This is an optimization exercise on Yosys and OpenROAD, whose aim is small area, a short achievable clock period and few clock cycles, not a production implementation. The RTL was checked by simulation tests, not by an equivalence proof against the original design. Power figures rest on the tool's default switching activity, not on a simulated workload.

==> flow/design.v <==
module LASER (
input CLK,
input RST,
input [3:0] X,
input [3:0] Y,
output [3:0] C1X,
output [3:0] C1Y,
output [3:0] C2X,
output [3:0] C2Y,
output reg DONE);
localparam S_LOAD = 3'd0, S_SCAN = 3'd1, S_DRAIN = 3'd2, S_PRE = 3'd3, S_LABEL = 3'd4, S_DONE = 3'd5, S_FILL = 3'd6, S_DRAIN2 = 3'd7;
reg [2:0] state;
reg [5:0] ld_cnt;
reg [3:0] row;           
reg [3:0] nrow;          
reg [3:0] rx [0:39];
reg [3:0] ry [0:39];
reg       rl [0:39];
reg [3:0] rlo [0:39];
reg [3:0] rhi [0:39];
reg        s2_valid;
reg [3:0]  s2_row;
reg [5:0]  cnt_r [0:15];
reg [5:0]  M, Mp1, Mp2;
reg [7:0]  B, Bp;
assign C1X = B[3:0];
assign C1Y = B[7:4];
assign C2X = Bp[3:0];
assign C2Y = Bp[7:4];
wire labeling = (state == S_LABEL);
wire loading = (state == S_LOAD);
wire [15:0] bx_oh = 16'd1 << B[3:0];
wire [3:0] in_x [0:39];
wire [3:0] in_y [0:39];
wire       in_l [0:39];
wire [39:0] inside_b;
genvar gi, gj;
generate
for (gi = 0; gi < 40; gi = gi + 1) begin : rin
	if (gi == 0) begin : first
		assign in_x[gi] = loading ? X : rx[39];
		assign in_y[gi] = loading ? Y : ry[39];
		assign in_l[gi] = loading ? 1'b0 : labeling ? inside_b[39] : rl[39];
	end else begin : rest
		assign in_x[gi] = rx[gi-1];
		assign in_y[gi] = ry[gi-1];
		assign in_l[gi] = labeling ? inside_b[gi-1] : rl[gi-1];
	end
end
endgenerate
wire [3:0] nlo [0:39];
wire [3:0] nhi [0:39];
wire gate_l = (state != S_PRE);    
generate
for (gi = 0; gi < 40; gi = gi + 1) begin : cls
	wire [3:0] px = rx[(gi + 39) % 40];
	wire [3:0] py = ry[(gi + 39) % 40];
	wire [3:0] nr = ~nrow;
	wire [4:0] sc;
	wire [3:0] s;
	assign sc[0] = 1'b1;
	for (gj = 0; gj < 4; gj = gj + 1) begin : sb
		assign s[gj] = py[gj] ^ nr[gj] ^ sc[gj];
		assign sc[gj+1] = (py[gj] & nr[gj]) | (sc[gj] & (py[gj] ^ nr[gj]));
	end
	wire pos = sc[4];
	wire lo4 = ~s[3] & ~s[2];
	wire hi12 = s[3] & s[2];
	wire c0  = pos & lo4 & ~s[1] & ~s[0];
	wire c12 = pos & lo4 & (s[1] ^ s[0]) | ~pos & hi12 & s[1];
	wire c3  = pos & lo4 & s[1] & s[0] | ~pos & hi12 & ~s[1] & s[0];
	wire c4  = pos & ~s[3] & s[2] & ~s[1] & ~s[0] | ~pos & hi12 & ~s[1] & ~s[0];
	wire on = (c0 | c12 | c3 | c4) & ~(gate_l & in_l[gi]);
	wire [3:0] rr = {1'b0, c0, c12 | c3, c12};
	wire [3:0] nrr = ~rr;
	wire [4:0] ch, cl;
	wire [3:0] lo, hi;
	assign ch[0] = 1'b0;
	assign cl[0] = 1'b1;
	for (gj = 0; gj < 4; gj = gj + 1) begin : ad
		assign hi[gj] = px[gj] ^ rr[gj] ^ ch[gj];
		assign ch[gj+1] = (px[gj] & rr[gj]) | (ch[gj] & (px[gj] ^ rr[gj]));
		assign lo[gj] = px[gj] ^ nrr[gj] ^ cl[gj];
		assign cl[gj+1] = (px[gj] & nrr[gj]) | (cl[gj] & (px[gj] ^ nrr[gj]));
	end
	assign nlo[gi] = ~on ? 4'd15 : ~cl[4] ? 4'd0 : lo;
	assign nhi[gi] = ~on ? 4'd0 : ch[4] ? 4'd15 : hi;
end
endgenerate
wire [15:0] mask [0:39];
generate
for (gi = 0; gi < 40; gi = gi + 1) begin : pt
	wire [15:0] tl, tg;
	therm_le4 u_tl (.u(rlo[gi]), .t(tg));    
	therm_le4 u_th (.u(~rhi[gi]), .t(tl));   
	wire [15:0] m;
	for (gj = 0; gj < 16; gj = gj + 1) begin : col
		assign m[gj] = tg[gj] & tl[15 - gj];
	end
	assign mask[gi] = m;
	assign inside_b[gi] = |(m & bx_oh);
end
endgenerate
wire [5:0] cnt [0:15];
generate
for (gj = 0; gj < 16; gj = gj + 1) begin : pcol
	wire [39:0] bits;
	for (gi = 0; gi < 40; gi = gi + 1) begin : b
		assign bits[gi] = mask[gi][gj];
	end
	pc40 u_pc (.a(bits), .s(cnt[gj]));
end
endgenerate
function ge6;
	input [5:0] a, b;
	reg [5:0] g, e;
	reg g10, e10, g32, e32, g54, e54;
	begin
		g = a & ~b;
		e = ~(a ^ b);
		g10 = g[1] | e[1] & (a[0] | ~b[0]);
		g32 = g[3] | e[3] & g[2];  e32 = e[3] & e[2];
		g54 = g[5] | e[5] & g[4];  e54 = e[5] & e[4];
		ge6 = g54 | e54 & (g32 | e32 & g10);
	end
endfunction
wire [5:0] lv_c [0:30];
wire [3:0] lv_i [0:30];
reg  [5:0] q_c [0:3];
reg  [3:0] q_i [0:3];
reg        s3_valid;
reg  [3:0] s3_row;
generate
for (gj = 0; gj < 16; gj = gj + 1) begin : lv0
	assign lv_c[gj] = cnt_r[gj];
	assign lv_i[gj] = gj;
end
for (gj = 0; gj < 15; gj = gj + 1) begin : lvn
	wire [5:0] lc, rc;
	wire [3:0] li, ri;
	if (gj == 12 || gj == 13) begin : reg_in
		assign lc = q_c[2*gj-24];
		assign rc = q_c[2*gj-23];
		assign li = q_i[2*gj-24];
		assign ri = q_i[2*gj-23];
	end else begin : comb_in
		assign lc = lv_c[2*gj];
		assign rc = lv_c[2*gj+1];
		assign li = lv_i[2*gj];
		assign ri = lv_i[2*gj+1];
	end
	wire right = ge6(rc, lc);
	assign lv_c[16+gj] = right ? rc : lc;
	assign lv_i[16+gj] = right ? ri : li;
end
endgenerate
always @(posedge CLK) begin
	q_c[0] <= lv_c[24]; q_c[1] <= lv_c[25]; q_c[2] <= lv_c[26]; q_c[3] <= lv_c[27];
	q_i[0] <= lv_i[24]; q_i[1] <= lv_i[25]; q_i[2] <= lv_i[26]; q_i[3] <= lv_i[27];
end
wire [5:0] rmax = lv_c[30];
wire [3:0] rcol = lv_i[30];
wire take = ge6(rmax, M);
wire finish = take ? (rmax == Mp2) : (M == Mp2);
integer i, j;
always @(posedge CLK or posedge RST) begin
	if (RST) begin
		state <= S_LOAD;
		ld_cnt <= 6'd0;
		row <= 4'd0;
		nrow <= 4'd0;
		s2_valid <= 1'b0;
		s2_row <= 4'd0;
		s3_valid <= 1'b0;
		s3_row <= 4'd0;
		DONE <= 1'b0;
		M <= 6'd0;
		Mp1 <= 6'd0;
		Mp2 <= 6'd0;
		B <= 8'd0;
		Bp <= 8'd0;
	end else begin
		DONE <= 1'b0;
		s2_valid <= (state == S_SCAN);
		s2_row <= row;
		s3_valid <= s2_valid;
		s3_row <= s2_row;
		case (state)
			S_LOAD: begin
				ld_cnt <= ld_cnt + 6'd1;
				row <= 4'd0;
				nrow <= 4'd0;
				M <= 6'd0;
				Mp1 <= 6'd0;
				Mp2 <= 6'd0;
				if (ld_cnt == 6'd39) begin
					ld_cnt <= 6'd0;
					state <= S_FILL;
				end
			end
			S_FILL: begin
				nrow <= 4'd1;
				state <= S_SCAN;
			end
			S_SCAN: begin
				row <= row + 4'd1;
				nrow <= nrow + 4'd1;
				if (row == 4'd15)
					state <= S_DRAIN;
			end
			S_DRAIN: begin
				state <= S_DRAIN2;
			end
			S_DRAIN2: begin
				nrow <= (s3_valid && take) ? s3_row : B[7:4];
				if (finish) begin
					DONE <= 1'b1;
					state <= S_DONE;
				end else
					state <= S_PRE;
			end
			S_PRE: begin
				nrow <= 4'd0;
				state <= S_LABEL;
			end
			S_LABEL: begin
				Mp2 <= Mp1;
				Mp1 <= M;
				M <= 6'd0;
				Bp <= B;
				row <= 4'd0;
				nrow <= 4'd1;
				state <= S_SCAN;
			end
			default: begin
				state <= S_LOAD;
			end
		endcase
		if (s3_valid && take) begin
			M <= rmax;
			B <= {s3_row, rcol};
		end
	end
end
always @(posedge CLK) begin
	for (j = 0; j < 16; j = j + 1)
		cnt_r[j] <= cnt[j];
	for (i = 0; i < 40; i = i + 1) begin
		rx[i] <= in_x[i];
		ry[i] <= in_y[i];
		rl[i] <= in_l[i];
		rlo[i] <= nlo[i];
		rhi[i] <= nhi[i];
	end
end
endmodule
module therm_le4 (input [3:0] u, output [15:0] t);
wire [3:0] t2 = {1'b1, ~(u[1] & u[0]), ~u[1], ~(u[1] | u[0])};
wire [7:0] t3 = {{4{~u[2]}} | t2, {4{~u[2]}} & t2};
assign t = {{8{~u[3]}} | t3, {8{~u[3]}} & t3};
endmodule
module pc40 (input [39:0] a, output [5:0] s);
	wire t1 = a[0] ^ a[1] ^ a[2];
	wire t2 = (a[0] & a[1]) | (a[0] & a[2]) | (a[1] & a[2]);
	wire t3 = a[3] ^ a[4] ^ a[5];
	wire t4 = (a[3] & a[4]) | (a[3] & a[5]) | (a[4] & a[5]);
	wire t5 = a[6] ^ a[7] ^ a[8];
	wire t6 = (a[6] & a[7]) | (a[6] & a[8]) | (a[7] & a[8]);
	wire t7 = a[9] ^ a[10] ^ a[11];
	wire t8 = (a[9] & a[10]) | (a[9] & a[11]) | (a[10] & a[11]);
	wire t9 = a[12] ^ a[13] ^ a[14];
	wire t10 = (a[12] & a[13]) | (a[12] & a[14]) | (a[13] & a[14]);
	wire t11 = a[15] ^ a[16] ^ a[17];
	wire t12 = (a[15] & a[16]) | (a[15] & a[17]) | (a[16] & a[17]);
	wire t13 = a[18] ^ a[19] ^ a[20];
	wire t14 = (a[18] & a[19]) | (a[18] & a[20]) | (a[19] & a[20]);
	wire t15 = a[21] ^ a[22] ^ a[23];
	wire t16 = (a[21] & a[22]) | (a[21] & a[23]) | (a[22] & a[23]);
	wire t17 = a[24] ^ a[25] ^ a[26];
	wire t18 = (a[24] & a[25]) | (a[24] & a[26]) | (a[25] & a[26]);
	wire t19 = a[27] ^ a[28] ^ a[29];
	wire t20 = (a[27] & a[28]) | (a[27] & a[29]) | (a[28] & a[29]);
	wire t21 = a[30] ^ a[31] ^ a[32];
	wire t22 = (a[30] & a[31]) | (a[30] & a[32]) | (a[31] & a[32]);
	wire t23 = a[33] ^ a[34] ^ a[35];
	wire t24 = (a[33] & a[34]) | (a[33] & a[35]) | (a[34] & a[35]);
	wire t25 = a[36] ^ a[37] ^ a[38];
	wire t26 = (a[36] & a[37]) | (a[36] & a[38]) | (a[37] & a[38]);
	wire t27 = t1 ^ t3 ^ t5;
	wire t28 = (t1 & t3) | (t1 & t5) | (t3 & t5);
	wire t29 = t7 ^ t9 ^ t11;
	wire t30 = (t7 & t9) | (t7 & t11) | (t9 & t11);
	wire t31 = t13 ^ t15 ^ t17;
	wire t32 = (t13 & t15) | (t13 & t17) | (t15 & t17);
	wire t33 = t19 ^ t21 ^ t23;
	wire t34 = (t19 & t21) | (t19 & t23) | (t21 & t23);
	wire t35 = t25 ^ a[39];
	wire t36 = t25 & a[39];
	wire t37 = t2 ^ t4 ^ t6;
	wire t38 = (t2 & t4) | (t2 & t6) | (t4 & t6);
	wire t39 = t8 ^ t10 ^ t12;
	wire t40 = (t8 & t10) | (t8 & t12) | (t10 & t12);
	wire t41 = t14 ^ t16 ^ t18;
	wire t42 = (t14 & t16) | (t14 & t18) | (t16 & t18);
	wire t43 = t20 ^ t22 ^ t24;
	wire t44 = (t20 & t22) | (t20 & t24) | (t22 & t24);
	wire t45 = t27 ^ t29 ^ t31;
	wire t46 = (t27 & t29) | (t27 & t31) | (t29 & t31);
	wire t47 = t33 ^ t35;
	wire t48 = t33 & t35;
	wire t49 = t28 ^ t30 ^ t32;
	wire t50 = (t28 & t30) | (t28 & t32) | (t30 & t32);
	wire t51 = t34 ^ t36 ^ t37;
	wire t52 = (t34 & t36) | (t34 & t37) | (t36 & t37);
	wire t53 = t39 ^ t41 ^ t43;
	wire t54 = (t39 & t41) | (t39 & t43) | (t41 & t43);
	wire t55 = t38 ^ t40 ^ t42;
	wire t56 = (t38 & t40) | (t38 & t42) | (t40 & t42);
	wire t57 = t45 ^ t47;
	wire t58 = t45 & t47;
	wire t59 = t46 ^ t48 ^ t49;
	wire t60 = (t46 & t48) | (t46 & t49) | (t48 & t49);
	wire t61 = t51 ^ t53 ^ t26;
	wire t62 = (t51 & t53) | (t51 & t26) | (t53 & t26);
	wire t63 = t50 ^ t52 ^ t54;
	wire t64 = (t50 & t52) | (t50 & t54) | (t52 & t54);
	wire t65 = t55 ^ t44;
	wire t66 = t55 & t44;
	wire t67 = t58 ^ t59 ^ t61;
	wire t68 = (t58 & t59) | (t58 & t61) | (t59 & t61);
	wire t69 = t60 ^ t62 ^ t63;
	wire t70 = (t60 & t62) | (t60 & t63) | (t62 & t63);
	wire t71 = t64 ^ t66 ^ t56;
	wire t72 = (t64 & t66) | (t64 & t56) | (t66 & t56);
	wire t73 = t68 ^ t69 ^ t65;
	wire t74 = (t68 & t69) | (t68 & t65) | (t69 & t65);
	wire t75 = t70 ^ t71;
	wire t76 = t70 & t71;
	wire t77 = t74 ^ t75;
	wire t78 = t74 & t75;
	wire t79 = t76 ^ t72;
	wire t80 = t76 & t72;
	wire t81 = t78 ^ t79;
	wire t82 = t78 & t79;
	wire t83 = t82 ^ t80;
	wire t84 = t82 & t80;
	assign s = {t83, t81, t77, t73, t67, t57};
endmodule
==> flow/run.sh <==
#!/bin/bash
# synth_recipe.tcl (not shown) runs the flow's synth.tcl, then flattens the netlist and writes it again
# the make line also repeats each setting of config.mk as NAME=value (left out here)
make -C /OpenROAD-flow-scripts/flow DESIGN_CONFIG=/design/flow/config.mk WORK_HOME=/design/flow/orfs CLKGATE_MAP_FILE= SYNTH_SCRIPT=/design/flow/synth_recipe.tcl finish
==> flow/config.mk <==
export PLATFORM = sky130hd
export DESIGN_NAME = LASER
export DESIGN_NICKNAME = LASER
export VERILOG_FILES = /design/flow/design.v
export SDC_FILE = /design/flow/constraint.sdc
export NUM_CORES = 4
export LEC_CHECK = 0
export ABC_CLOCK_PERIOD_IN_PS = 4500
export CAP_MARGIN = 20
export CORE_MARGIN = 2
export CORE_UTILIZATION = 40
export SETUP_SLACK_MARGIN = 5
export SLEW_MARGIN = 20
==> flow/constraint.sdc <==
create_clock -name core_clock -period 10.0 [get_ports {CLK}]
set_input_delay 2.0000 -clock core_clock [delete_from_list [all_inputs] [get_ports {CLK}]]
set_output_delay 2.0000 -clock core_clock [all_outputs]
set_load 0.01 [all_outputs]
==> results of run 1 <==
==> stage by stage <==
step / worst slack, ns / area, um2 / hold WS [ns] / util, %
after floorplan: 5.01 / 63200 / 0.331 / -
after global placement: 3.99 / 65500 / 0.332 / 41.8
after detailed placement: 3.98 / 65500 / 0.336 / 41.8
after CTS: 4.99 / 70400 / 0.342 / 45.0
after global routing: 4.82 / 72300 / 0.355 / 46.2
final: 4.97 / 72300 / 0.349 / 46.2
==> flip-flops by register name, summed over array words and instances, names as in the netlist, 6 cells and up <==
register,count
M,6
Mp1,6
ry,160
Bp,8
rlo,160
rl,40
rhi,160
cnt_r,96
q_c,24
rx,160
B,8
ld_cnt,6
Mp2,6
==> final timing paths <==
path | end | slack [ns] | start
worst max-delay path | cnt_r[3][4] | 4.97 | rhi[29][3]
worst min-delay path | s3_row[1] | 0.35 | s2_row[1]
worst max register to register | cnt_r[3][4] | 4.97 | rhi[29][3]
worst min register to register | s3_row[1] | 0.35 | s2_row[1]
max in group asynchronous | nrow[3] | 7.61 | RST
min in group asynchronous | Bp[7] | 1.83 | RST
==> Yosys cell counts, types with 42 or more instances <==
cell type  number  share of area, %
ha_1          300               5.9
dfrtp_1        62               2.5
a2111oi_0      51              0.71
dfxtp_1       808                26
fa_1          824                26
inv_1        1102               6.5
nand2b_1       60              0.59
nor3_1         64              0.51
a21o_1         72              0.86
mux2i_1        45              0.71
a311oi_1       54              0.75
o21a_1         43              0.51
a221oi_1       49              0.68
o211ai_1       55              0.65
clkbuf_1      262               1.6
or3_1          46              0.46
o22ai_1       110               1.1
a21oi_1       320               2.5
o21ai_0       293               2.3
o311a_1        49              0.78
nand2_1       556               3.3
xnor2_1        43              0.60
nand3_1        95              0.75
nor2_1        329               2.0
a22oi_1       112               1.3
or2_2          81              0.80
nor2b_1        84              0.83
a21boi_0      101               1.2
a31oi_1        42              0.42
==> metal layers <==
layer | part of all wire, % | track usage [%] | vias to the layer above
li1 | - | - | 22500
met1 | 42 | 39.5 | 25000
met2 | 43 | 43.5 | 2330
met3 | 8.5 | 5.84 | 528
met4 | 5.8 | 14.7 | 4
met5 | 0.010 | 0 | -
==> worst max-delay path: cells and delay by family, from the launching register on <==
kind / cells / cell delay [ns]
adders and majority gates: 8 / 3.62
buffers and inverters: 4 / 0.34
DFF: 1 / 0.44
and+or+nand+nor: 1 / 0.14
AOI/OAI and AO/OA: 1 / 0.36
==> power by group <==
part	internal, mW	total [mW]	switching [mW]
registers	3.77	4.21	0.440
clock network	2.36	3.95	1.59
logic	1.66	3.97	2.31
==> cell families (layout without fill, tap and decap cells) <==
family	count (synthesis)	after routing	synth area share, %
XOR/XNOR	50	50	0.693
flip-flops	870	870	28.0
AO/OA/AOI/OAI	1698	1699	18.8
buffers and inverters	1388	1434	8.28
other	0	2	0
multiplexers	81	81	1.35
AND/OR/NAND/NOR	1464	1464	10.8
adder cells (fa/ha/maj)	1124	1124	32.0
==> repair_timing <==
action / CTS / global route
endpoints found under the setup margin: 53 / 111
resized for setup: 393 / 455
pin swaps: 43 / 94
buffers inserted: 24 / 46
cloned: 0 / 1
==> cell type report <==
class | instances | area [um2]
Antenna cell | 2 | 5.00
Clock buffer | 128 | 2770
Clock inverter | 55 | 798
Fill cell | 14800 | 84200
Inverter | 1102 | 4150
Multi-Input combinational cell | 4418 | 42600
Sequential cell | 870 | 18200
Tap cell | 2058 | 2570
Timing Repair Buffer | 149 | 1260
==> reports/qor.yml, run 1 <==
clock_tree:
  clock_path_buffers: 3
  clock-sinks: 870
  cts_made_buffers: 100
  clock-root-buffer: "clkbuf_16"
  cts_max_level: 3
  clock_latency_ns: 0.75
  cts.clk_slew.worst_paths_ns: 0.06
  tritoncts: "yes"
  cts_hold_buf: 0
route:
  drt-total-wl_mm: 238
  dr.pass1.iters: 6
  ant_nets: 0
  dr.first_iter.drc_count: 5452
  vias: 50300
  viasPerCell: 5.73
  drc: 0
  wl_per_cell_um: 27.1
critical_path:
  cp_slowest_cell: "fa_2"
  cp_slowest_stage_delay_ns: 0.59
  endpoint_kind: "flip-flop"
  critPathRequiredTime_ns: 10.61
  crit_fanout: 11
  crit_chain: "nor2_1, a21boi_1, fa_2, fa_1, inv_1, fa_1, fa_1, fa_1, fa_1, inv_1, ha_1, inv_1, fa_1, inv_1"
  worstPathArrival_ns: 5.64
  cp-start-kind: "flip-flop"
  criticalPathCategory: "flip-flop to flip-flop"
  rr_worst_depth: 14
  crit_top_cell: "fa_1"
logic_synthesis:
  ys_ff_latch: 870
  netlist_instances: 6675
  async_flop_share_pct: 7.13
  synthDistinctLibCells: 75
  ys.warnings.count: 17
  synth_edf_count: 0
  synth_nets: 7809
  synth_area_mm2: 0.0632
  synth_flop_cell: "dfxtp_1"
  avgSynthCellArea_um2: 9.47
  seq_area_frac_synth_pct: 28.0
sta:
  skew_ns: 0.0391
  slew_viol_final: 0
  tightestPinTransition_ns: 1.17
  layout_min_cycle_time_ns: 5.03
  grt_setup_unrepaired: "yes"
  setup_tns_ns: 0
  max_freq_ghz: 0.199
  hold_viol_final: 0
  max_slew_margin_pct: 20.9
  setup_viol: 0
  post-route-period-util_pct: 50.3
layout:
  final_common_cell: "inv_1"
  final_cells: 8782
  mostFrequentLayoutCells: "1072 x inv_1, 720 x fa_1, 601 x dfxtp_1"
  syn_to_final_growth_pct: 14.5
  drive_gt1_share_pct: 15.7
  fin_nets: 7775
global_routing:
  antenna_found_initial: 6
  grt_max_degree: 63
  grt_usage_pct: 29.0
  grt_pass1_wl_mm: 339
  grt_overflow_total: 0
  first_global_vias: 49100
worst_hold_path:
  hold_path_class: "flip-flop to flip-flop"
  whs_path_depth: 0
die:
  initial_utilization_pct: 40.4
  die_w_um: 402
  dieHeight_um: 402
  num_rows: 145
  core_region_area_mm2: 0.157
  ios: 27
  dieArea_mm2: 0.161
pwr:
  ir_drop_mv: 0.273
  power_leakage_nw: 29.4
  cellPowerDensity_mw_per_mm2: 168
  total_power_mw: 12.1
job:
  max_cap_violations: 0
placement:
  dp.cells: 8526
  dp_hpwl_mm: 192
  io_buffers: 26
  place_congestion: 1.09
outcome:
  status: "finished clean"
Testbench counts, summed over its fixed seeds: cycles 5,140.
==> inputs of run 2 (changes only) <==
--- a/flow/design.v
+++ b/flow/design.v
@@ -51,5 +51,5 @@
 wire [3:0] nlo [0:39];
 wire [3:0] nhi [0:39];
-wire gate_l = (state != S_PRE);    
+wire gate_l = (state != S_PRE) && (state != S_DRAIN2);    
 generate
 for (gi = 0; gi < 40; gi = gi + 1) begin : cls
@@ -210,13 +210,18 @@
 			end
 			S_DRAIN: begin
+				nrow <= (s3_valid && take) ? s3_row : B[7:4];
 				state <= S_DRAIN2;
 			end
 			S_DRAIN2: begin
-				nrow <= (s3_valid && take) ? s3_row : B[7:4];
 				if (finish) begin
 					DONE <= 1'b1;
 					state <= S_DONE;
-				end else
+				end else if (take) begin
+					nrow <= s3_row;
 					state <= S_PRE;
+				end else begin
+					nrow <= 4'd0;
+					state <= S_LABEL;
+				end
 			end
 			S_PRE: begin
==> run 2 against run 1 <==
Effect of this change:
- sequential cell count unchanged
- maximum frequency fell by 9.7%
- critical endpoint is now nrow[2]
- synthesized area is 0.18% lower
- via count is 0.67% lower
==> reports/qor.yml, run 2 <==
outcome:
  status: "finished clean"
layout:
  fin_nets: 7770
  seq_area_mm2: 0.0183
  syn_to_final_growth_pct: 15.1
  fin_util_pct: 46.4
  final_cells: 8781
  drive_gt1_share_pct: 16.6
  final_common_cell: "inv_1"
  multi_input_area_mm2: 0.0425
  mostFrequentLayoutCells: "1085 x inv_1, 733 x fa_1, 579 x dfxtp_1"
  nFillCells: 14700
logic_synthesis:
  ys.warnings.count: 17
  synth_flop_cell: "dfxtp_1"
  synth_area_leaders: "fa_1 26%, dfxtp_1 26%, inv_1 6.6%"
  ys_ff_latch: 870
  synth_top_area_share_pct: 26.1
  seq_area_frac_synth_pct: 28.1
  synth_edf_count: 0
  synth_area_mm2: 0.0631
  yosysMostFrequentCell: "inv_1"
  avgSynthCellArea_um2: 9.53
  netlist_instances: 6622
  synth_nets: 7756
  yosys.area.top_type: "fa_1"
  async_flop_share_pct: 7.13
  synthDistinctLibCells: 85
  synthTopCellsByCount: "1111 x inv_1, 824 x fa_1, 808 x dfxtp_1, 533 x nand2_1, 329 x nor2_1"
clock_tree:
  cts_max_level: 3
  clock-sinks: 870
  clock_latency_ns: 0.75
  clock_path_buffers: 3
  cts_made_buffers: 101
  cts_hold_buf: 0
  tritoncts: "yes"
  cts.clk_slew.worst_paths_ns: 0.06
  clock-root-buffer: "clkbuf_16"
worst_hold_path:
  hold_path_class: "flip-flop to flip-flop"
die:
  core_region_area_mm2: 0.156
  ios: 27
  dieHeight_um: 401
  dieArea_mm2: 0.161
  initial_utilization_pct: 40.3
  die_w_um: 401
  num_rows: 145
sta:
  slew_viol_final: 0
  skew_ns: 0.0537
  layout_min_cycle_time_ns: 5.57
  tightestPinTransition_ns: 1.23
  setup_viol: 0
  timing.hold.ws_ns: 0.345
  max_slew_margin_pct: 17.7
  hold_viol_final: 0
  setup_tns_ns: 0
  max_freq_ghz: 0.180
  grt_setup_unrepaired: "yes"
  post-route-period-util_pct: 55.7
job:
  max_cap_violations: 0
critical_path:
  endpoint_kind: "flip-flop"
  cp_slowest_stage_delay_ns: 0.50
  critPathRequiredTime_ns: 10.63
  worstPathArrival_ns: 6.20
  crit_fanout: 6
  cp_slowest_cell: "a211oi_2"
  criticalPathCategory: "flip-flop to flip-flop"
  crit_top_cell: "buf_4"
  cp-start-kind: "flip-flop"
global_routing:
  grt_busiest_layer: "met2"
  first_global_vias: 48700
  grt_max_degree: 63
  grt_overflow_total: 0
  grt_usage_pct: 27.3
  grt_pass1_wl_mm: 324
  use_met3_pct: 5.39
  antenna_found_initial: 15
  met2_usage_pct: 41.6
  use_met1_pct: 37.5
placement:
  io_buffers: 26
  dp.cells: 8481
  dp_hpwl_mm: 179
  place_congestion: 1.04
pwr:
  power_leakage_nw: 29.6
  ir_drop_mv: 0.151
  p_seq_share_pct: 37.4
  cellPowerDensity_mw_per_mm2: 152
  p_clk_share_pct: 35.5
  netSwitchingPower_mw: 3.81
  p_comb_share_pct: 27.0
  internal_power_mw: 7.23
  p_sw_share_pct: 34.5
route:
  ant_nets: 0
  dr.pass1.iters: 9
  drt-total-wl_mm: 223
  drc: 0
  dr.first_iter.drc_count: 5197
  viasPerCell: 5.69
  wl_per_cell_um: 25.4
  vias: 50000
run 2: cell count changes in the layout (fill, tap and decap cells not counted), moves of 14 or more:
cell | previous run | this run
nand2_1 | 543 | 519
a31oi_1 | 29 | 43
mux2_2 | 33 | 16
mux2i_1 | 38 | 77
a21oi_1 | 309 | 249
dfxtp_2 | 119 | 135
dfxtp_1 | 601 | 579
buf_4 | 111 | 151
run 2: worst max-delay path, delay by kind of cell, from the launching register on:
kind | cells | cell delay, ns
AOI/OAI and AO/OA | 13 | 2.69
buffers and inverters | 10 | 1.27
adders and majority gates | 2 | 0.48
muxes | 1 | 0.27
DFF | 1 | 0.33
and+or+nand+nor | 2 | 0.44
run 2: cell type report:
class / instances / area share (%)
repair buffers: 186 / 2.09
clock inverters: 59 / 1.04
diodes: 1 / 0.00345
flip-flops and latches: 870 / 25.1
well taps: 2058 / 3.55
multi-input cells: 4365 / 58.5
inverters: 1112 / 5.75
clock buffers: 130 / 3.89
run 2: power groups by stage:
stage                     clock (mW)  combinational, mW  sequential [mW]
after global placement             0               2.37             4.15
after global routing            4.16               3.18             4.17
after floorplan                    0               1.77             3.93
after CTS                       4.01               2.72             4.10
final                           3.92               2.99             4.13
after detailed placement           0               2.40             4.15
run 2: layer usage:
layer | up-vias | share of wire [%]
met5 | - | 0.033
met2 | 2176 | 44
met1 | 24800 | 43
li1 | 22400 | -
met4 | 10 | 5.0
met3 | 524 | 8.5
run 2: kinds of logic (layout without fill, tap and decap cells):
logic type / after synthesis / after routing / share of synthesized area (%)
AOI/OAI and AO/OA: 1630 / 1630 / 18.3
xor gates and xnor gates: 47 / 47 / 0.676
adders and majority gates: 1124 / 1124 / 32.1
buffers and inverters: 1389 / 1487 / 8.28
DFF: 870 / 870 / 28.1
muxes: 107 / 107 / 1.76
other: 0 / 1 / 0
and+or+nand+nor: 1455 / 1457 / 10.8
run 2: per-stage QoR:
| stage | setup WS [ns] | power (mW) | instance area (um2) |
|---|---|---|---|
| 4_1_cts | 4.40 | 10.8 | 70300 |
| 3_5_place_dp | 3.03 | 6.55 | 65500 |
| 6_report | 4.43 | 11.0 | 72600 |
| 5_1_grt | 4.20 | 11.5 | 72600 |
| 3_3_place_gp | 3.13 | 6.52 | 65500 |
| 2_1_floorplan | 4.74 | 5.70 | 63200 |
run 2: path summary, 6_finish.rpt:
check | from | end | slack (ns) | depth (start not counted)
worst max-delay path | q_c[2][3] | nrow[2] | 4.43 | 28
worst min-delay path | ry[22][3] | ry[23][3] | 0.34 | 0
worst max register to register | q_c[2][3] | nrow[2] | 4.43 | 28
worst min register to register | ry[22][3] | ry[23][3] | 0.34 | 0
max in group asynchronous | RST | nrow[1] | 7.59 | 3
min in group asynchronous | RST | Bp[6] | 1.82 | 3
run 2: what timing repair did:
item                       in CTS  in global routing
setup endpoints to repair      48                 58
resized for setup             297                549
hold endpoints to repair        0                  0
setup buffers                  38                 70
pin swaps                      34                 97
gates cloned                    1                  1
Testbench counts of run 2, summed over its fixed seeds: cycles 5,031.
==> inputs of run 3 (changes only) <==
--- a/flow/design.v
+++ b/flow/design.v
@@ -24,4 +24,5 @@
 reg [5:0]  M, Mp1, Mp2;
 reg [7:0]  B, Bp;
+integer i, j;
 assign C1X = B[3:0];
 assign C1Y = B[7:4];
@@ -112,4 +113,8 @@
 end
 endgenerate
+always @(posedge CLK) begin
+	for (j = 0; j < 16; j = j + 1)
+		cnt_r[j] <= cnt[j];
+end
 function ge6;
 	input [5:0] a, b;
@@ -125,6 +130,6 @@
 	end
 endfunction
-wire [5:0] lv_c [0:30];
-wire [3:0] lv_i [0:30];
+wire [5:0] lv_c [0:27];
+wire [3:0] lv_i [0:27];
 reg  [5:0] q_c [0:3];
 reg  [3:0] q_i [0:3];
@@ -136,18 +141,7 @@
 	assign lv_i[gj] = gj;
 end
-for (gj = 0; gj < 15; gj = gj + 1) begin : lvn
-	wire [5:0] lc, rc;
-	wire [3:0] li, ri;
-	if (gj == 12 || gj == 13) begin : reg_in
-		assign lc = q_c[2*gj-24];
-		assign rc = q_c[2*gj-23];
-		assign li = q_i[2*gj-24];
-		assign ri = q_i[2*gj-23];
-	end else begin : comb_in
-		assign lc = lv_c[2*gj];
-		assign rc = lv_c[2*gj+1];
-		assign li = lv_i[2*gj];
-		assign ri = lv_i[2*gj+1];
-	end
+for (gj = 0; gj < 12; gj = gj + 1) begin : lvn
+	wire [5:0] lc = lv_c[2*gj], rc = lv_c[2*gj+1];
+	wire [3:0] li = lv_i[2*gj], ri = lv_i[2*gj+1];
 	wire right = ge6(rc, lc);
 	assign lv_c[16+gj] = right ? rc : lc;
@@ -156,12 +150,29 @@
 endgenerate
 always @(posedge CLK) begin
-	q_c[0] <= lv_c[24]; q_c[1] <= lv_c[25]; q_c[2] <= lv_c[26]; q_c[3] <= lv_c[27];
-	q_i[0] <= lv_i[24]; q_i[1] <= lv_i[25]; q_i[2] <= lv_i[26]; q_i[3] <= lv_i[27];
+	for (j = 0; j < 4; j = j + 1) begin
+		q_c[j] <= lv_c[24+j];
+		q_i[j] <= lv_i[24+j];
+	end
+end
+wire w01 = ge6(q_c[1], q_c[0]), w02 = ge6(q_c[2], q_c[0]), w03 = ge6(q_c[3], q_c[0]);
+wire w12 = ge6(q_c[2], q_c[1]), w13 = ge6(q_c[3], q_c[1]), w23 = ge6(q_c[3], q_c[2]);
+wire [3:0] sel;
+assign sel[0] = ~w01 & ~w02 & ~w03;
+assign sel[1] =  w01 & ~w12 & ~w13;
+assign sel[2] =  w02 &  w12 & ~w23;
+assign sel[3] =  w03 &  w13 &  w23;
+reg [5:0] rmax;
+reg [3:0] rcol;
+reg take, hitp;
+always @(*) begin
+	rmax = 6'd0; rcol = 4'd0; take = 1'b0; hitp = 1'b0;
+	for (j = 0; j < 4; j = j + 1) begin
+		rmax = rmax | ({6{sel[j]}} & q_c[j]);
+		rcol = rcol | ({4{sel[j]}} & q_i[j]);
+		take = take | (sel[j] & ge6(q_c[j], M));
+		hitp = hitp | (sel[j] & (q_c[j] == Mp2));
+	end
 end
-wire [5:0] rmax = lv_c[30];
-wire [3:0] rcol = lv_i[30];
-wire take = ge6(rmax, M);
-wire finish = take ? (rmax == Mp2) : (M == Mp2);
-integer i, j;
+wire finish = take ? hitp : (M == Mp2);
 always @(posedge CLK or posedge RST) begin
 	if (RST) begin
@@ -249,6 +260,4 @@
 end
 always @(posedge CLK) begin
-	for (j = 0; j < 16; j = j + 1)
-		cnt_r[j] <= cnt[j];
 	for (i = 0; i < 40; i = i + 1) begin
 		rx[i] <= in_x[i];
==> run 3 against run 2 <==
Effect of this change:
- setup slack better by 0.63 ns
- core utilization is 1.7 points lower
- sequential share of layout area is 0.23 points lower
- global-route usage is 0.072 points lower
- sequential power hardly changed
- final area is 0.12% lower
- critical path depth is 14 lower
- combinational power is 23% lower
- clock skew is 0.010 ns lower
- maximum frequency is 13% higher
- critical path type unchanged
- worst hold slack better by 0.0050 ns
==> reports/qor.yml, run 3 <==
worst_hold_path:
  timing.hold.worst.start: "ry[18][3]"
  holdPathEnd: "ry[19][3]"
  hold_path_class: "flip-flop to flip-flop"
  whs_path_depth: 0
pwr:
  cellPowerDensity_mw_per_mm2: 143
  netSwitchingPower_mw: 3.55
  p_sw_share_pct: 34.2
  p_seq_share_pct: 39.9
  power_leakage_nw: 30.2
  internal_power_mw: 6.84
  ir_drop_mv: 0.171
  p_comb_share_pct: 22.3
  p_clk_share_pct: 37.9
layout:
  drive_gt1_share_pct: 10.7
  multi_input_area_mm2: 0.0430
  syn_to_final_growth_pct: 11.4
  fin_area_mm2: 0.0725
  nFillCells: 15700
  fin_nets: 8085
  mostFrequentLayoutCells: "1146 x inv_1, 691 x fa_1, 629 x dfxtp_1"
  seq_area_mm2: 0.0181
  final_common_cell: "inv_1"
logic_synthesis:
  synth_area_mm2: 0.0651
  synth_nets: 8202
  ys.warnings.count: 17
  netlist_instances: 7119
  async_flop_share_pct: 7.13
  yosys.area.top_type: "dfxtp_1"
  synthTopCellsByCount: "1161 x inv_1, 808 x dfxtp_1, 738 x fa_1, 574 x nor2_1, 501 x nand2_1"
  synth_flop_cell: "dfxtp_1"
  yosysMostFrequentCell: "inv_1"
  synthDistinctLibCells: 90
  synth_area_leaders: "dfxtp_1 25%, fa_1 23%, inv_1 6.7%"
  avgSynthCellArea_um2: 9.15
  synth_top_area_share_pct: 24.8
  synth_edf_count: 0
  ys_ff_latch: 870
  seq_area_frac_synth_pct: 27.2
sta:
  tightestPinTransition_ns: 1.21
  slew_viol_final: 0
  fin_ws_ns: 5.06
  setup_tns_ns: 0
  grt_setup_unrepaired: "yes"
  max_freq_ghz: 0.203
  post-route-period-util_pct: 49.4
  setup_viol: 0
  layout_min_cycle_time_ns: 4.94
  timing.hold.ws_ns: 0.350
  max_slew_margin_pct: 19.0
  hold_viol_final: 0
  skew_ns: 0.0436
critical_path:
  ff2ff_setup_slack_ns: 5.06
  critPathRequiredTime_ns: 10.63
  crit_fanout: 10
  r2r_end: "cnt_r[3][4]"
  cp_slowest_cell: "dfxtp_1"
  cp-start-kind: "flip-flop"
  worstPathArrival_ns: 5.57
  crit_chain: "nor2_1, a21boi_2, fa_1, fa_1, inv_1, fa_1, fa_1, fa_1, fa_1, inv_1, ha_1, inv_1, fa_1, inv_1"
  crit_top_cell: "fa_1"
  cp_slowest_stage_delay_ns: 0.60
  endpoint_kind: "flip-flop"
  criticalPathCategory: "flip-flop to flip-flop"
  timing.rr.start: "rlo[27][2]"
  rr_worst_depth: 14
clock_tree:
  clock-root-buffer: "clkbuf_16"
  cts.clk_slew.worst_paths_ns: 0.06
  clock_latency_ns: 0.75
  clock-sinks: 870
  cts_hold_buf: 0
  clock_path_buffers: 3
  cts_made_buffers: 98
  cts_max_level: 3
  tritoncts: "yes"
route:
  wl_per_cell_um: 24.7
  viasPerCell: 5.62
  dr.pass1.iters: 8
  drt-total-wl_mm: 229
  drc: 0
  dr.first_iter.drc_count: 5477
  ant_nets: 0
  vias: 52000
placement:
  place_area_mm2: 0.0673
  place_congestion: 1.04
  dp_hpwl_mm: 187
  place_ws_ns: 4.51
  io_buffers: 26
outcome:
  status: "finished clean"
global_routing:
  grt_overflow_total: 0
  antenna_found_initial: 13
  first_global_vias: 50600
  grt_pass1_wl_mm: 334
  grt_max_degree: 63
  grt_usage_pct: 27.2
die:
  num_rows: 148
  dieHeight_um: 408
  initial_utilization_pct: 40.2
  dieArea_mm2: 0.166
  core_region_area_mm2: 0.162
  die_w_um: 408
  ios: 27
job:
  max_cap_violations: 0
-- run 3: changes by cell type after synthesis, sizes merged, moves of 50 or more --
| cell | before | now |
|---|---|---|
| nor2 | 329 | 574 |
| xnor2 | 44 | 167 |
| fa | 824 | 738 |
| a22oi | 102 | 32 |
| nand2b | 57 | 127 |
| maj3 | 0 | 65 |
| o21ai | 284 | 344 |
| a21boi | 104 | 163 |
| xor2 | 3 | 60 |
| or2 | 90 | 38 |
| inv | 1111 | 1161 |
-- run 3: how the worst max path moves through the flow --
stage	startpoint	end	depth (start not counted)
final	rlo[27][2]	cnt_r[3][4]	14
after global placement	rhi[28][2]	cnt_r[1][4]	14
after global routing	rlo[28][1]	cnt_r[10][4]	17
after floorplan	rhi[9][2]	cnt_r[1][4]	17
after CTS	rhi[31][1]	cnt_r[3][4]	15
after detailed placement	rhi[10][2]	cnt_r[1][4]	16
-- run 3: what timing repair did --
action | in CTS | in global routing
setup endpoints to repair | 212 | 39
gates resized for setup | 129 | 422
pin swaps | 5 | 45
setup buffers | 4 | 11
-- run 3: logic make-up (layout without fill, tap and decap cells) --
kind of cell | count (synthesis) | count (layout) | share of synthesized area [%]
and+or+nand+nor | 1653 | 1653 | 11.7
buffers and inverters | 1473 | 1439 | 8.74
adders and majority gates | 1138 | 1138 | 30.1
AOI/OAI and AO/OA | 1684 | 1684 | 18.1
DFF | 870 | 870 | 27.2
xor gates and xnor gates | 227 | 227 | 3.05
muxes | 74 | 74 | 1.15
other | 0 | 4 | 0
-- run 3: critical path: cells and delay by family, from the launching register on --
family	cells	cell delay, ns
AO/OA/AOI/OAI	1	0.21
buffers and inverters	4	0.34
adder cells (fa/ha/maj)	8	3.52
flip-flops	1	0.60
AND/OR/NAND/NOR	1	0.15
-- run 3: routing by layer --
metal,vias to the layer above,wire length [um],GRT usage (%)
li1,23600,-,-
met4,8,9630,9.83
met3,433,17900,5.20
met1,25900,98100,36.7
met2,2079,104000,43.3
met5,-,52,0
-- run 3: cell type report --
class / count / area share [%]
antenna: 4 / 0.0138
clock buffer: 125 / 3.87
clock inverter: 58 / 1.05
inverter: 1161 / 6.02
multi-input combinational: 4776 / 59.3
sequential: 870 / 24.9
tap: 2175 / 3.75
timing repair buffer: 95 / 1.08
-- run 3: power by group through the flow --
stage,Clock [mW],Sequential (mW),Combinational (mW)
after floorplan,0,3.93,1.62
after global placement,0,4.16,2.20
after detailed placement,0,4.17,2.23
after CTS,4.02,4.11,2.25
after global routing,4.16,4.18,2.50
final,3.93,4.14,2.31
-- run 3: stage by stage --
step,cells,power (mW),util [%]
after floorplan,7119,5.55,-
final,9264,10.4,44.7
after global placement,9062,6.36,41.5
after detailed placement,9062,6.39,41.5
after global routing,9260,10.8,44.7
after CTS,9249,10.4,43.9
Testbench counts of run 3, summed over its fixed seeds: cycles 5,031.
==> inputs of run 4 (changes only) <==
--- a/flow/design.v
+++ b/flow/design.v
@@ -103,17 +103,28 @@
 end
 endgenerate
-wire [5:0] cnt [0:15];
+wire [4:0] cnta [0:15];
+wire [4:0] cntb [0:15];
+reg  [4:0] cnta_r [0:15];
+reg  [4:0] cntb_r [0:15];
 generate
 for (gj = 0; gj < 16; gj = gj + 1) begin : pcol
-	wire [39:0] bits;
-	for (gi = 0; gi < 40; gi = gi + 1) begin : b
-		assign bits[gi] = mask[gi][gj];
+	wire [19:0] bitsa, bitsb;
+	for (gi = 0; gi < 20; gi = gi + 1) begin : b
+		assign bitsa[gi] = mask[gi][gj];
+		assign bitsb[gi] = mask[gi + 20][gj];
 	end
-	pc40 u_pc (.a(bits), .s(cnt[gj]));
+	pc20 u_pca (.a(bitsa), .s(cnta[gj]));
+	pc20 u_pcb (.a(bitsb), .s(cntb[gj]));
 end
 endgenerate
 always @(posedge CLK) begin
+	for (j = 0; j < 16; j = j + 1) begin
+		cnta_r[j] <= cnta[j];
+		cntb_r[j] <= cntb[j];
+	end
+end
+always @(*) begin
 	for (j = 0; j < 16; j = j + 1)
-		cnt_r[j] <= cnt[j];
+		cnt_r[j] = {1'b0, cnta_r[j]} + {1'b0, cntb_r[j]};
 end
 function ge6;
@@ -274,5 +285,5 @@
 assign t = {{8{~u[3]}} | t3, {8{~u[3]}} & t3};
 endmodule
-module pc40 (input [39:0] a, output [5:0] s);
+module pc20 (input [19:0] a, output [4:0] s);
 	wire t1 = a[0] ^ a[1] ^ a[2];
 	wire t2 = (a[0] & a[1]) | (a[0] & a[2]) | (a[1] & a[2]);
@@ -287,76 +298,34 @@
 	wire t11 = a[15] ^ a[16] ^ a[17];
 	wire t12 = (a[15] & a[16]) | (a[15] & a[17]) | (a[16] & a[17]);
-	wire t13 = a[18] ^ a[19] ^ a[20];
-	wire t14 = (a[18] & a[19]) | (a[18] & a[20]) | (a[19] & a[20]);
-	wire t15 = a[21] ^ a[22] ^ a[23];
-	wire t16 = (a[21] & a[22]) | (a[21] & a[23]) | (a[22] & a[23]);
-	wire t17 = a[24] ^ a[25] ^ a[26];
-	wire t18 = (a[24] & a[25]) | (a[24] & a[26]) | (a[25] & a[26]);
-	wire t19 = a[27] ^ a[28] ^ a[29];
-	wire t20 = (a[27] & a[28]) | (a[27] & a[29]) | (a[28] & a[29]);
-	wire t21 = a[30] ^ a[31] ^ a[32];
-	wire t22 = (a[30] & a[31]) | (a[30] & a[32]) | (a[31] & a[32]);
-	wire t23 = a[33] ^ a[34] ^ a[35];
-	wire t24 = (a[33] & a[34]) | (a[33] & a[35]) | (a[34] & a[35]);
-	wire t25 = a[36] ^ a[37] ^ a[38];
-	wire t26 = (a[36] & a[37]) | (a[36] & a[38]) | (a[37] & a[38]);
-	wire t27 = t1 ^ t3 ^ t5;
-	wire t28 = (t1 & t3) | (t1 & t5) | (t3 & t5);
-	wire t29 = t7 ^ t9 ^ t11;
-	wire t30 = (t7 & t9) | (t7 & t11) | (t9 & t11);
-	wire t31 = t13 ^ t15 ^ t17;
-	wire t32 = (t13 & t15) | (t13 & t17) | (t15 & t17);
-	wire t33 = t19 ^ t21 ^ t23;
-	wire t34 = (t19 & t21) | (t19 & t23) | (t21 & t23);
-	wire t35 = t25 ^ a[39];
-	wire t36 = t25 & a[39];
-	wire t37 = t2 ^ t4 ^ t6;
-	wire t38 = (t2 & t4) | (t2 & t6) | (t4 & t6);
-	wire t39 = t8 ^ t10 ^ t12;
-	wire t40 = (t8 & t10) | (t8 & t12) | (t10 & t12);
-	wire t41 = t14 ^ t16 ^ t18;
-	wire t42 = (t14 & t16) | (t14 & t18) | (t16 & t18);
-	wire t43 = t20 ^ t22 ^ t24;
-	wire t44 = (t20 & t22) | (t20 & t24) | (t22 & t24);
-	wire t45 = t27 ^ t29 ^ t31;
-	wire t46 = (t27 & t29) | (t27 & t31) | (t29 & t31);
-	wire t47 = t33 ^ t35;
-	wire t48 = t33 & t35;
-	wire t49 = t28 ^ t30 ^ t32;
-	wire t50 = (t28 & t30) | (t28 & t32) | (t30 & t32);
-	wire t51 = t34 ^ t36 ^ t37;
-	wire t52 = (t34 & t36) | (t34 & t37) | (t36 & t37);
-	wire t53 = t39 ^ t41 ^ t43;
-	wire t54 = (t39 & t41) | (t39 & t43) | (t41 & t43);
-	wire t55 = t38 ^ t40 ^ t42;
-	wire t56 = (t38 & t40) | (t38 & t42) | (t40 & t42);
-	wire t57 = t45 ^ t47;
-	wire t58 = t45 & t47;
-	wire t59 = t46 ^ t48 ^ t49;
-	wire t60 = (t46 & t48) | (t46 & t49) | (t48 & t49);
-	wire t61 = t51 ^ t53 ^ t26;
-	wire t62 = (t51 & t53) | (t51 & t26) | (t53 & t26);
-	wire t63 = t50 ^ t52 ^ t54;
-	wire t64 = (t50 & t52) | (t50 & t54) | (t52 & t54);
-	wire t65 = t55 ^ t44;
-	wire t66 = t55 & t44;
-	wire t67 = t58 ^ t59 ^ t61;
-	wire t68 = (t58 & t59) | (t58 & t61) | (t59 & t61);
-	wire t69 = t60 ^ t62 ^ t63;
-	wire t70 = (t60 & t62) | (t60 & t63) | (t62 & t63);
-	wire t71 = t64 ^ t66 ^ t56;
-	wire t72 = (t64 & t66) | (t64 & t56) | (t66 & t56);
-	wire t73 = t68 ^ t69 ^ t65;
-	wire t74 = (t68 & t69) | (t68 & t65) | (t69 & t65);
-	wire t75 = t70 ^ t71;
-	wire t76 = t70 & t71;
-	wire t77 = t74 ^ t75;
-	wire t78 = t74 & t75;
-	wire t79 = t76 ^ t72;
-	wire t80 = t76 & t72;
-	wire t81 = t78 ^ t79;
-	wire t82 = t78 & t79;
-	wire t83 = t82 ^ t80;
-	wire t84 = t82 & t80;
-	assign s = {t83, t81, t77, t73, t67, t57};
+	wire t13 = a[18] ^ a[19];
+	wire t14 = a[18] & a[19];
+	wire t15 = t1 ^ t3 ^ t5;
+	wire t16 = (t1 & t3) | (t1 & t5) | (t3 & t5);
+	wire t17 = t7 ^ t9 ^ t11;
+	wire t18 = (t7 & t9) | (t7 & t11) | (t9 & t11);
+	wire t19 = t2 ^ t4 ^ t6;
+	wire t20 = (t2 & t4) | (t2 & t6) | (t4 & t6);
+	wire t21 = t8 ^ t10 ^ t12;
+	wire t22 = (t8 & t10) | (t8 & t12) | (t10 & t12);
+	wire t23 = t15 ^ t17 ^ t13;
+	wire t24 = (t15 & t17) | (t15 & t13) | (t17 & t13);
+	wire t25 = t16 ^ t18 ^ t19;
+	wire t26 = (t16 & t18) | (t16 & t19) | (t18 & t19);
+	wire t27 = t21 ^ t14;
+	wire t28 = t21 & t14;
+	wire t29 = t20 ^ t22;
+	wire t30 = t20 & t22;
+	wire t31 = t24 ^ t25 ^ t27;
+	wire t32 = (t24 & t25) | (t24 & t27) | (t25 & t27);
+	wire t33 = t26 ^ t28 ^ t29;
+	wire t34 = (t26 & t28) | (t26 & t29) | (t28 & t29);
+	wire t35 = t32 ^ t33;
+	wire t36 = t32 & t33;
+	wire t37 = t34 ^ t30;
+	wire t38 = t34 & t30;
+	wire t39 = t36 ^ t37;
+	wire t40 = t36 & t37;
+	wire t41 = t40 ^ t38;
+	wire t42 = t40 & t38;
+	assign s = {t41, t39, t35, t31, t23};
 endmodule
==> flow/flow/run.sh (new file) <==
#!/bin/bash
# The standard layout, with timing repair aiming further below the clock period
# (the constraints are unchanged). make's full output goes to layout.log.
set -euo pipefail
bash standard.sh SETUP_SLACK_MARGIN=6 finish > layout.log 2>&1
==> flow/standard.sh (new file) <==
#!/bin/bash
# synth_recipe.tcl (not shown) runs the flow's synth.tcl, then flattens the netlist and writes it again
# the make line also repeats each setting of config.mk as NAME=value (left out here)
make -C /OpenROAD-flow-scripts/flow DESIGN_CONFIG=/design/flow/config.mk WORK_HOME=/design/flow/orfs CLKGATE_MAP_FILE= SYNTH_SCRIPT=/design/flow/synth_recipe.tcl "${@:-finish}"
--- a/flow/config.mk
+++ b/flow/config.mk
@@ -6,8 +6,7 @@
 export NUM_CORES = 4
 export LEC_CHECK = 0
-export ABC_CLOCK_PERIOD_IN_PS = 4500
+export ABC_CLOCK_PERIOD_IN_PS = 4000
 export CAP_MARGIN = 20
 export CORE_MARGIN = 2
-export CORE_UTILIZATION = 40
-export SETUP_SLACK_MARGIN = 5
+export CORE_UTILIZATION = 55
 export SLEW_MARGIN = 20
removed: flow/run.sh
==> run 4 against run 3 <==
Effect of this change:
- first-iteration DRC count increased by 5.9%
- sequential cell count increased by 64
- wire length grew 0.47%
- still clean
- via count increased by 3.3%
- setup slack better by 0.74 ns
- final area up 7.1%
==> reports/qor.yml, run 4 <==
outcome:
  status: "finished clean"
layout:
  drive_gt1_share_pct: 22.0
  fin_util_pct: 64.7
  syn_to_final_growth_pct: 16.5
  mostFrequentLayoutCells: "948 x inv_1, 746 x dfxtp_1, 506 x fa_1"
  fin_nets: 8348
  final_common_cell: "inv_1"
die:
  dieArea_mm2: 0.124
  dieHeight_um: 352
  initial_utilization_pct: 55.5
  ios: 27
  die_w_um: 352
  num_rows: 127
  core_region_area_mm2: 0.120
global_routing:
  antenna_found_initial: 15
  grt_usage_pct: 35.9
  use_met1_pct: 48.7
  grt_pass1_wl_mm: 330
  use_met3_pct: 13.7
  met2_usage_pct: 51.4
  grt_max_degree: 63
  grt_overflow_total: 0
  first_global_vias: 51700
  grt_busiest_layer: "met2"
job:
  max_cap_violations: 0
logic_synthesis:
  synth_top_family_by_area: "adder cells"
  synth_compound_area_share_pct: 18.5
  synthSimpleGateAreaFrac_pct: 11.3
  synth_mux_area_share_pct: 0.723
  synth_area_leaders: "dfxtp_1 26%, fa_1 23%, ha_1 8.4%"
  yosysMostFrequentCell: "inv_1"
  async_flop_share_pct: 6.64
  synth_nets: 8276
  synthDistinctLibCells: 90
  synthAdderAreaFrac_pct: 31.8
  ys_ff_latch: 934
  avgSynthCellArea_um2: 9.47
  synth_xor_area_share_pct: 1.51
  synth_edf_count: 0
  yosys.area.top_type: "dfxtp_1"
  ys.warnings.count: 21
  seq_area_frac_synth_pct: 28.5
  netlist_instances: 7041
  synth_area_mm2: 0.0667
  synthTopCellsByCount: "1066 x inv_1, 872 x dfxtp_1, 776 x fa_1, 539 x nor2_1, 497 x nand2_1"
  synth_flop_cell: "dfxtp_1"
  synth_top_area_share_pct: 26.2
sta:
  setup_viol: 0
  grt_setup_unrepaired: "yes"
  setup_tns_ns: 0
  hold_viol_final: 0
  layout_min_cycle_time_ns: 4.20
  max_freq_ghz: 0.238
  skew_ns: 0.0332
  tightestPinTransition_ns: 1.29
  timing.hold.ws_ns: 0.348
  slew_viol_final: 0
  max_slew_margin_pct: 11.9
  post-route-period-util_pct: 42.0
critical_path:
  endpoint_kind: "flip-flop"
  criticalPathCategory: "flip-flop to flip-flop"
  worstPathArrival_ns: 4.81
  crit_fanout: 5
  critPathTopFamily: "adder cells"
  cp_slowest_cell: "fa_1"
  crit_chain: "buf_12, buf_12, buf_16, buf_12, ha_4, inv_2, fa_2, fa_2, fa_1, nand2b_4, nor2_4, a21o_1, a22o_1, ha_2, fa_2, inv_2, fa_1, o21ai_1, nand2_1"
  path_buf_inv: 6
  critPathRequiredTime_ns: 10.62
  cp_slowest_stage_delay_ns: 0.53
  cp-start-kind: "flip-flop"
pwr:
  cellPowerDensity_mw_per_mm2: 150
  power_leakage_nw: 33.7
  ir_drop_mv: 0.159
placement:
  io_buffers: 26
  dp_hpwl_mm: 177
  place_congestion: 1.12
route:
  drt-total-wl_mm: 230
  wl_per_cell_um: 26.1
  viasPerCell: 6.10
  ant_nets: 0
  drc: 0
  dr.pass1.iters: 11
  vias: 53800
  dr.first_iter.drc_count: 5800
clock_tree:
  clock-sinks: 934
  clock_latency_ns: 0.74
  cts.clk_slew.worst_paths_ns: 0.06
  tritoncts: "yes"
  clock_path_buffers: 3
  cts_max_level: 3
  cts_made_buffers: 101
  clock-root-buffer: "clkbuf_16"
worst_hold_path:
  hold_path_class: "flip-flop to flip-flop"
[run 4: cell count changes in the layout (fill, tap and decap cells not counted), sizes merged, moves of 37 or more]
cell	before	now
xor2	60	23
inv	1173	1072
fa	738	776
dfxtp	808	872
maj3	65	4
xnor2	167	92
mux2i	66	29
o22ai	143	94
a21oi	232	284
buf	69	224
ha	335	449
[run 4: power breakdown]
part	switching (mW)	internal, mW	leakage [nW]	total, mW
clock	1.64	2.34	1.73	3.98
sequential	0.476	4.00	8.04	4.48
combinational	1.90	1.31	23.9	3.21
[run 4: cell families (layout without fill, tap and decap cells)]
| kind of cell | count (synthesis) | after routing |
|---|---|---|
| adder cells (fa/ha/maj) | 1229 | 1229 |
| flip-flops | 934 | 934 |
| multiplexers | 46 | 46 |
| XOR/XNOR | 115 | 115 |
| other | 0 | 3 |
| AND/OR/NAND/NOR | 1619 | 1619 |
| AO/OA/AOI/OAI | 1748 | 1748 |
| buffers and inverters | 1350 | 1506 |
[run 4: timing repair]
action	in CTS	in global routing
pin swaps	127	336
setup endpoints to repair	372	341
hold endpoints to repair	0	0
hold buffers	0	0
resized for setup	350	897
buffers inserted	59	104
gates cloned	3	3
[run 4: per-stage QoR]
stage | worst slack (ns) | total power, mW | cells | instance area [um2]
floorplan | 5.42 | 6.08 | 7041 | 67400
global placement | 5.10 | 7.03 | 8453 | 69200
detailed placement | 5.00 | 7.07 | 8453 | 69200
CTS | 5.80 | 11.3 | 8702 | 74400
global route | 5.70 | 12.1 | 8809 | 77700
finish | 5.80 | 11.7 | 8812 | 77700
[run 4: cell type report]
class / count / area (um2)
sequential: 934 / 19200
fill: 9953 / 42500
clock inverter: 51 / 691
tap: 1612 / 2020
timing repair buffer: 253 / 2530
multi-input combinational: 4757 / 46300
clock buffer: 136 / 2870
inverter: 1066 / 4010
antenna: 3 / 7.51
[run 4: path summary, 6_finish.rpt]
path | from | to | slack (ns) | cells after the start
worst min-delay path | s2_valid | s3_valid | 0.35 | 0
max in group asynchronous | RST | B[3] | 7.59 | 3
worst min register to register | s2_valid | s3_valid | 0.35 | 0
min in group asynchronous | RST | ld_cnt[4] | 1.82 | 3
worst max-delay path | nrow[0] | rlo[37][2] | 5.80 | 19
worst max register to register | nrow[0] | rlo[37][2] | 5.80 | 19
[run 4: routing by layer]
metal / share of wire, % / vias up
met1: 41 / 26400
met4: 4.9 / 10
met2: 42 / 2804
met3: 12 / 579
met5: 0.050 / -
li1: - / 23900
[run 4: worst register-to-register path: stages, from the launching register on]
cell and delay, ns:
dfrtp_2 0.38, buf_12 0.17, buf_12 0.14, buf_16 0.14, buf_12 0.12, ha_4 0.12
inv_2 0.03, fa_2 0.35, fa_2 0.37, fa_1 0.53, nand2b_4 0.15, nor2_4 0.04
a21o_1 0.15, a22o_1 0.25, ha_2 0.19, fa_2 0.38, inv_2 0.06, fa_1 0.40
o21ai_1 0.08, nand2_1 0.06
Testbench counts of run 4, summed over its fixed seeds: cycles 5,031.
==> inputs of run 5 (changes only) <==
--- a/flow/config.mk
+++ b/flow/config.mk
@@ -9,4 +9,4 @@
 export CAP_MARGIN = 20
 export CORE_MARGIN = 2
-export CORE_UTILIZATION = 55
+export CORE_UTILIZATION = 40
 export SLEW_MARGIN = 20
==> run 5 against run 4 <==
Effect of this change:
- sequential cell count unchanged
- via count down 0.42%
- total power about the same
- largest power group unchanged
- still clean on timing, DRC and antenna
- critical path type unchanged
- sequential share of layout area down 0.33 points
- first-iteration DRC count down 2.8%
- core utilization down 17 points
- clock skew up 0.011 ns
==> reports/qor.yml, run 5 <==
logic_synthesis:
  synthAdderAreaFrac_pct: 31.8
  synthSimpleGateAreaFrac_pct: 11.3
  async_flop_share_pct: 6.64
  ys.warnings.count: 21
  synth_edf_count: 0
  netlist_instances: 7041
  synth_nets: 8276
  synth_top_family_by_area: "adder cells"
  seq_area_frac_synth_pct: 28.5
  yosys.area.top_type: "dfxtp_1"
  synth_area_mm2: 0.0667
  ys_ff_latch: 934
  synth_flop_cell: "dfxtp_1"
  synth_area_leaders: "dfxtp_1 26%, fa_1 23%, ha_1 8.4%"
  synth_compound_area_share_pct: 18.5
  synthDistinctLibCells: 90
  yosysMostFrequentCell: "inv_1"
  synth_xor_area_share_pct: 1.51
  synth_mux_area_share_pct: 0.723
  synthTopCellsByCount: "1066 x inv_1, 872 x dfxtp_1, 776 x fa_1, 539 x nor2_1, 497 x nand2_1"
  avgSynthCellArea_um2: 9.47
  synth_top_area_share_pct: 26.2
pwr:
  ir_drop_mv: 0.160
  power_leakage_nw: 33.6
  cellPowerDensity_mw_per_mm2: 148
  total_power_mw: 11.7
critical_path:
  r2r_end: "rhi[29][2]"
  critPathTopFamily: "adder cells"
  timing.rr.start: "nrow[0]"
  cp_slowest_stage_delay_ns: 0.52
  rr_worst_depth: 17
  ff2ff_setup_slack_ns: 5.78
  path_buf_inv: 6
  crit_fanout: 5
  critPathRequiredTime_ns: 10.66
  worstPathArrival_ns: 4.88
  cp_slowest_cell: "dfrtp_4"
  cp-start-kind: "flip-flop"
  crit_top_cell: "fa_2"
  endpoint_kind: "flip-flop"
  crit_chain: "buf_12, buf_12, buf_6, buf_6, ha_4, inv_2, fa_2, fa_2, fa_1, and3b_1, a21o_1, a22o_1, ha_2, fa_2, inv_2, fa_2, a21boi_1"
  criticalPathCategory: "flip-flop to flip-flop"
clock_tree:
  clock_path_buffers: 3
  cts_hold_buf: 0
  clock-sinks: 934
  cts_made_buffers: 105
  cts.clk_slew.worst_paths_ns: 0.06
  tritoncts: "yes"
  cts_max_level: 3
  clock_latency_ns: 0.76
  clock-root-buffer: "clkbuf_16"
die:
  num_rows: 149
  die_w_um: 412
  core_region_area_mm2: 0.165
  ios: 27
  dieArea_mm2: 0.170
  dieHeight_um: 412
  initial_utilization_pct: 40.4
outcome:
  status: "finished clean"
layout:
  mostFrequentLayoutCells: "929 x inv_1, 752 x dfxtp_1, 522 x fa_1"
  syn_to_final_growth_pct: 18.1
  fin_nets: 8340
  drive_gt1_share_pct: 22.9
  fin_util_pct: 47.7
  final_common_cell: "inv_1"
sta:
  tightestPinTransition_ns: 1.06
  hold_viol_final: 0
  grt_setup_unrepaired: "yes"
  post-route-period-util_pct: 42.2
  layout_min_cycle_time_ns: 4.22
  setup_tns_ns: 0
  max_slew_margin_pct: 29.2
  timing.hold.ws_ns: 0.348
  max_freq_ghz: 0.237
  slew_viol_final: 0
  setup_viol: 0
  skew_ns: 0.0438
route:
  vias: 53500
  dr.pass1.iters: 6
  drc: 0
  drt-total-wl_mm: 237
  ant_nets: 0
  wl_per_cell_um: 25.3
  dr.first_iter.drc_count: 5636
  viasPerCell: 5.71
worst_hold_path:
  hold_path_class: "flip-flop to flip-flop"
  whs_path_depth: 0
  timing.hold.worst.start: "s2_valid"
  holdPathEnd: "s3_valid"
global_routing:
  grt_usage_pct: 27.2
  first_global_vias: 52100
  grt_overflow_total: 0
  grt_max_degree: 63
  grt_pass1_wl_mm: 341
  antenna_found_initial: 15
job:
  max_cap_violations: 0
placement:
  dp_hpwl_mm: 184
  io_buffers: 26
  place_congestion: 1.06
-- run 5: cell counts after synthesis --
Identical to the previous run, type by type.
-- run 5: what timing repair did --
action,CTS,global route
pin swaps,187,379
cloned,3,1
endpoints found under the setup margin,378,352
resized for setup,479,847
buffers inserted,74,91
-- run 5: metal layers --
metal	share of wire, %	wire length (um)	GRT usage [%]
met1	44	104000	38.4
met2	43	102000	40.5
met3	8.6	20500	5.44
met4	4.6	10900	11.7
met5	0.032	75	0
-- run 5: worst max path at each step --
stage | endpoint | cells after the start | startpoint | slack, ns
4_1_cts | rlo[30][2] | 16 | nrow[0] | 5.83
5_1_grt | rlo[34][2] | 18 | nrow[0] | 5.64
3_3_place_gp | rlo[34][2] | 16 | nrow[0] | 4.97
6_report | rhi[29][2] | 17 | nrow[0] | 5.78
2_1_floorplan | rlo[34][2] | 14 | nrow[1] | 5.42
3_5_place_dp | rlo[37][2] | 16 | nrow[0] | 4.89
-- run 5: area by class of cell --
type / instances / area, um2
sequential: 934 / 19200
timing repair buffer: 241 / 2310
clock inverter: 60 / 676
tap: 2189 / 2740
inverter: 1066 / 4020
fill: 15400 / 86500
antenna: 4 / 10.0
clock buffer: 132 / 2890
multi-input combinational: 4757 / 46900
-- run 5: through the flow --
step,setup slack [ns],instances,cell area (um2)
6_report,5.78,9383,78700
5_1_grt,5.64,9380,78700
4_1_cts,5.83,9287,75500
3_5_place_dp,4.89,9018,69800
3_3_place_gp,4.97,9018,69800
2_1_floorplan,5.42,7041,67400
-- run 5: cells by family after synthesis --
kind of cell | Yosys count
buffers and inverters | 1350
AOI/OAI and AO/OA | 1748
and+or+nand+nor | 1619
muxes | 46
DFF | 934
adders and majority gates | 1229
xor gates and xnor gates | 115
-- run 5: power breakdown --
group	total (mW)	switching [mW]	leakage [nW]	internal, mW
Sequential	4.46	0.452	8.03	4.01
Clock	4.01	1.69	1.73	2.32
Combinational	3.20	1.89	23.9	1.31

## re-timing with driven ports
How much do the figures lean on ideal ports? The routed layouts below were timed once more, with nothing changed but the port constraints. Step 1, drivers: a clkbuf_16 drives CLK and a buf_2 each remaining input, both assumed. Step 2 adds t to the input delays and takes it off the output delays; t is the mean of the earliest and latest rising clock arrival at the registers after step 1. Input paths then give back, and output paths get back, about the clock's delay inside the block. Slacks: ideal ports / drivers / drivers and shift; pairs: ideal ports / drivers.
run	shift t [ns]	setup slack, ns	worst hold slack (ns)	worst data-port slew with drivers (ns)	cell pins on the clock port's net
run 1	0.804	4.971 / 4.971 / 4.971	0.349 / 0.349 / 0.349	0.07	1
run 2	0.801	4.433 / 4.433 / 4.433	0.345 / 0.345 / 0.345	0.03	1
run 3	0.802	5.065 / 5.065 / 5.065	0.350 / 0.350 / 0.350	0.04	1
run 4	0.800	5.803 / 5.803 / 5.803	0.348 / 0.348 / 0.348	0.04	1
run 5	0.818	5.783 / 5.783 / 5.783	0.348 / 0.348 / 0.348	0.04	1
After both steps every run listed still meets setup and hold.
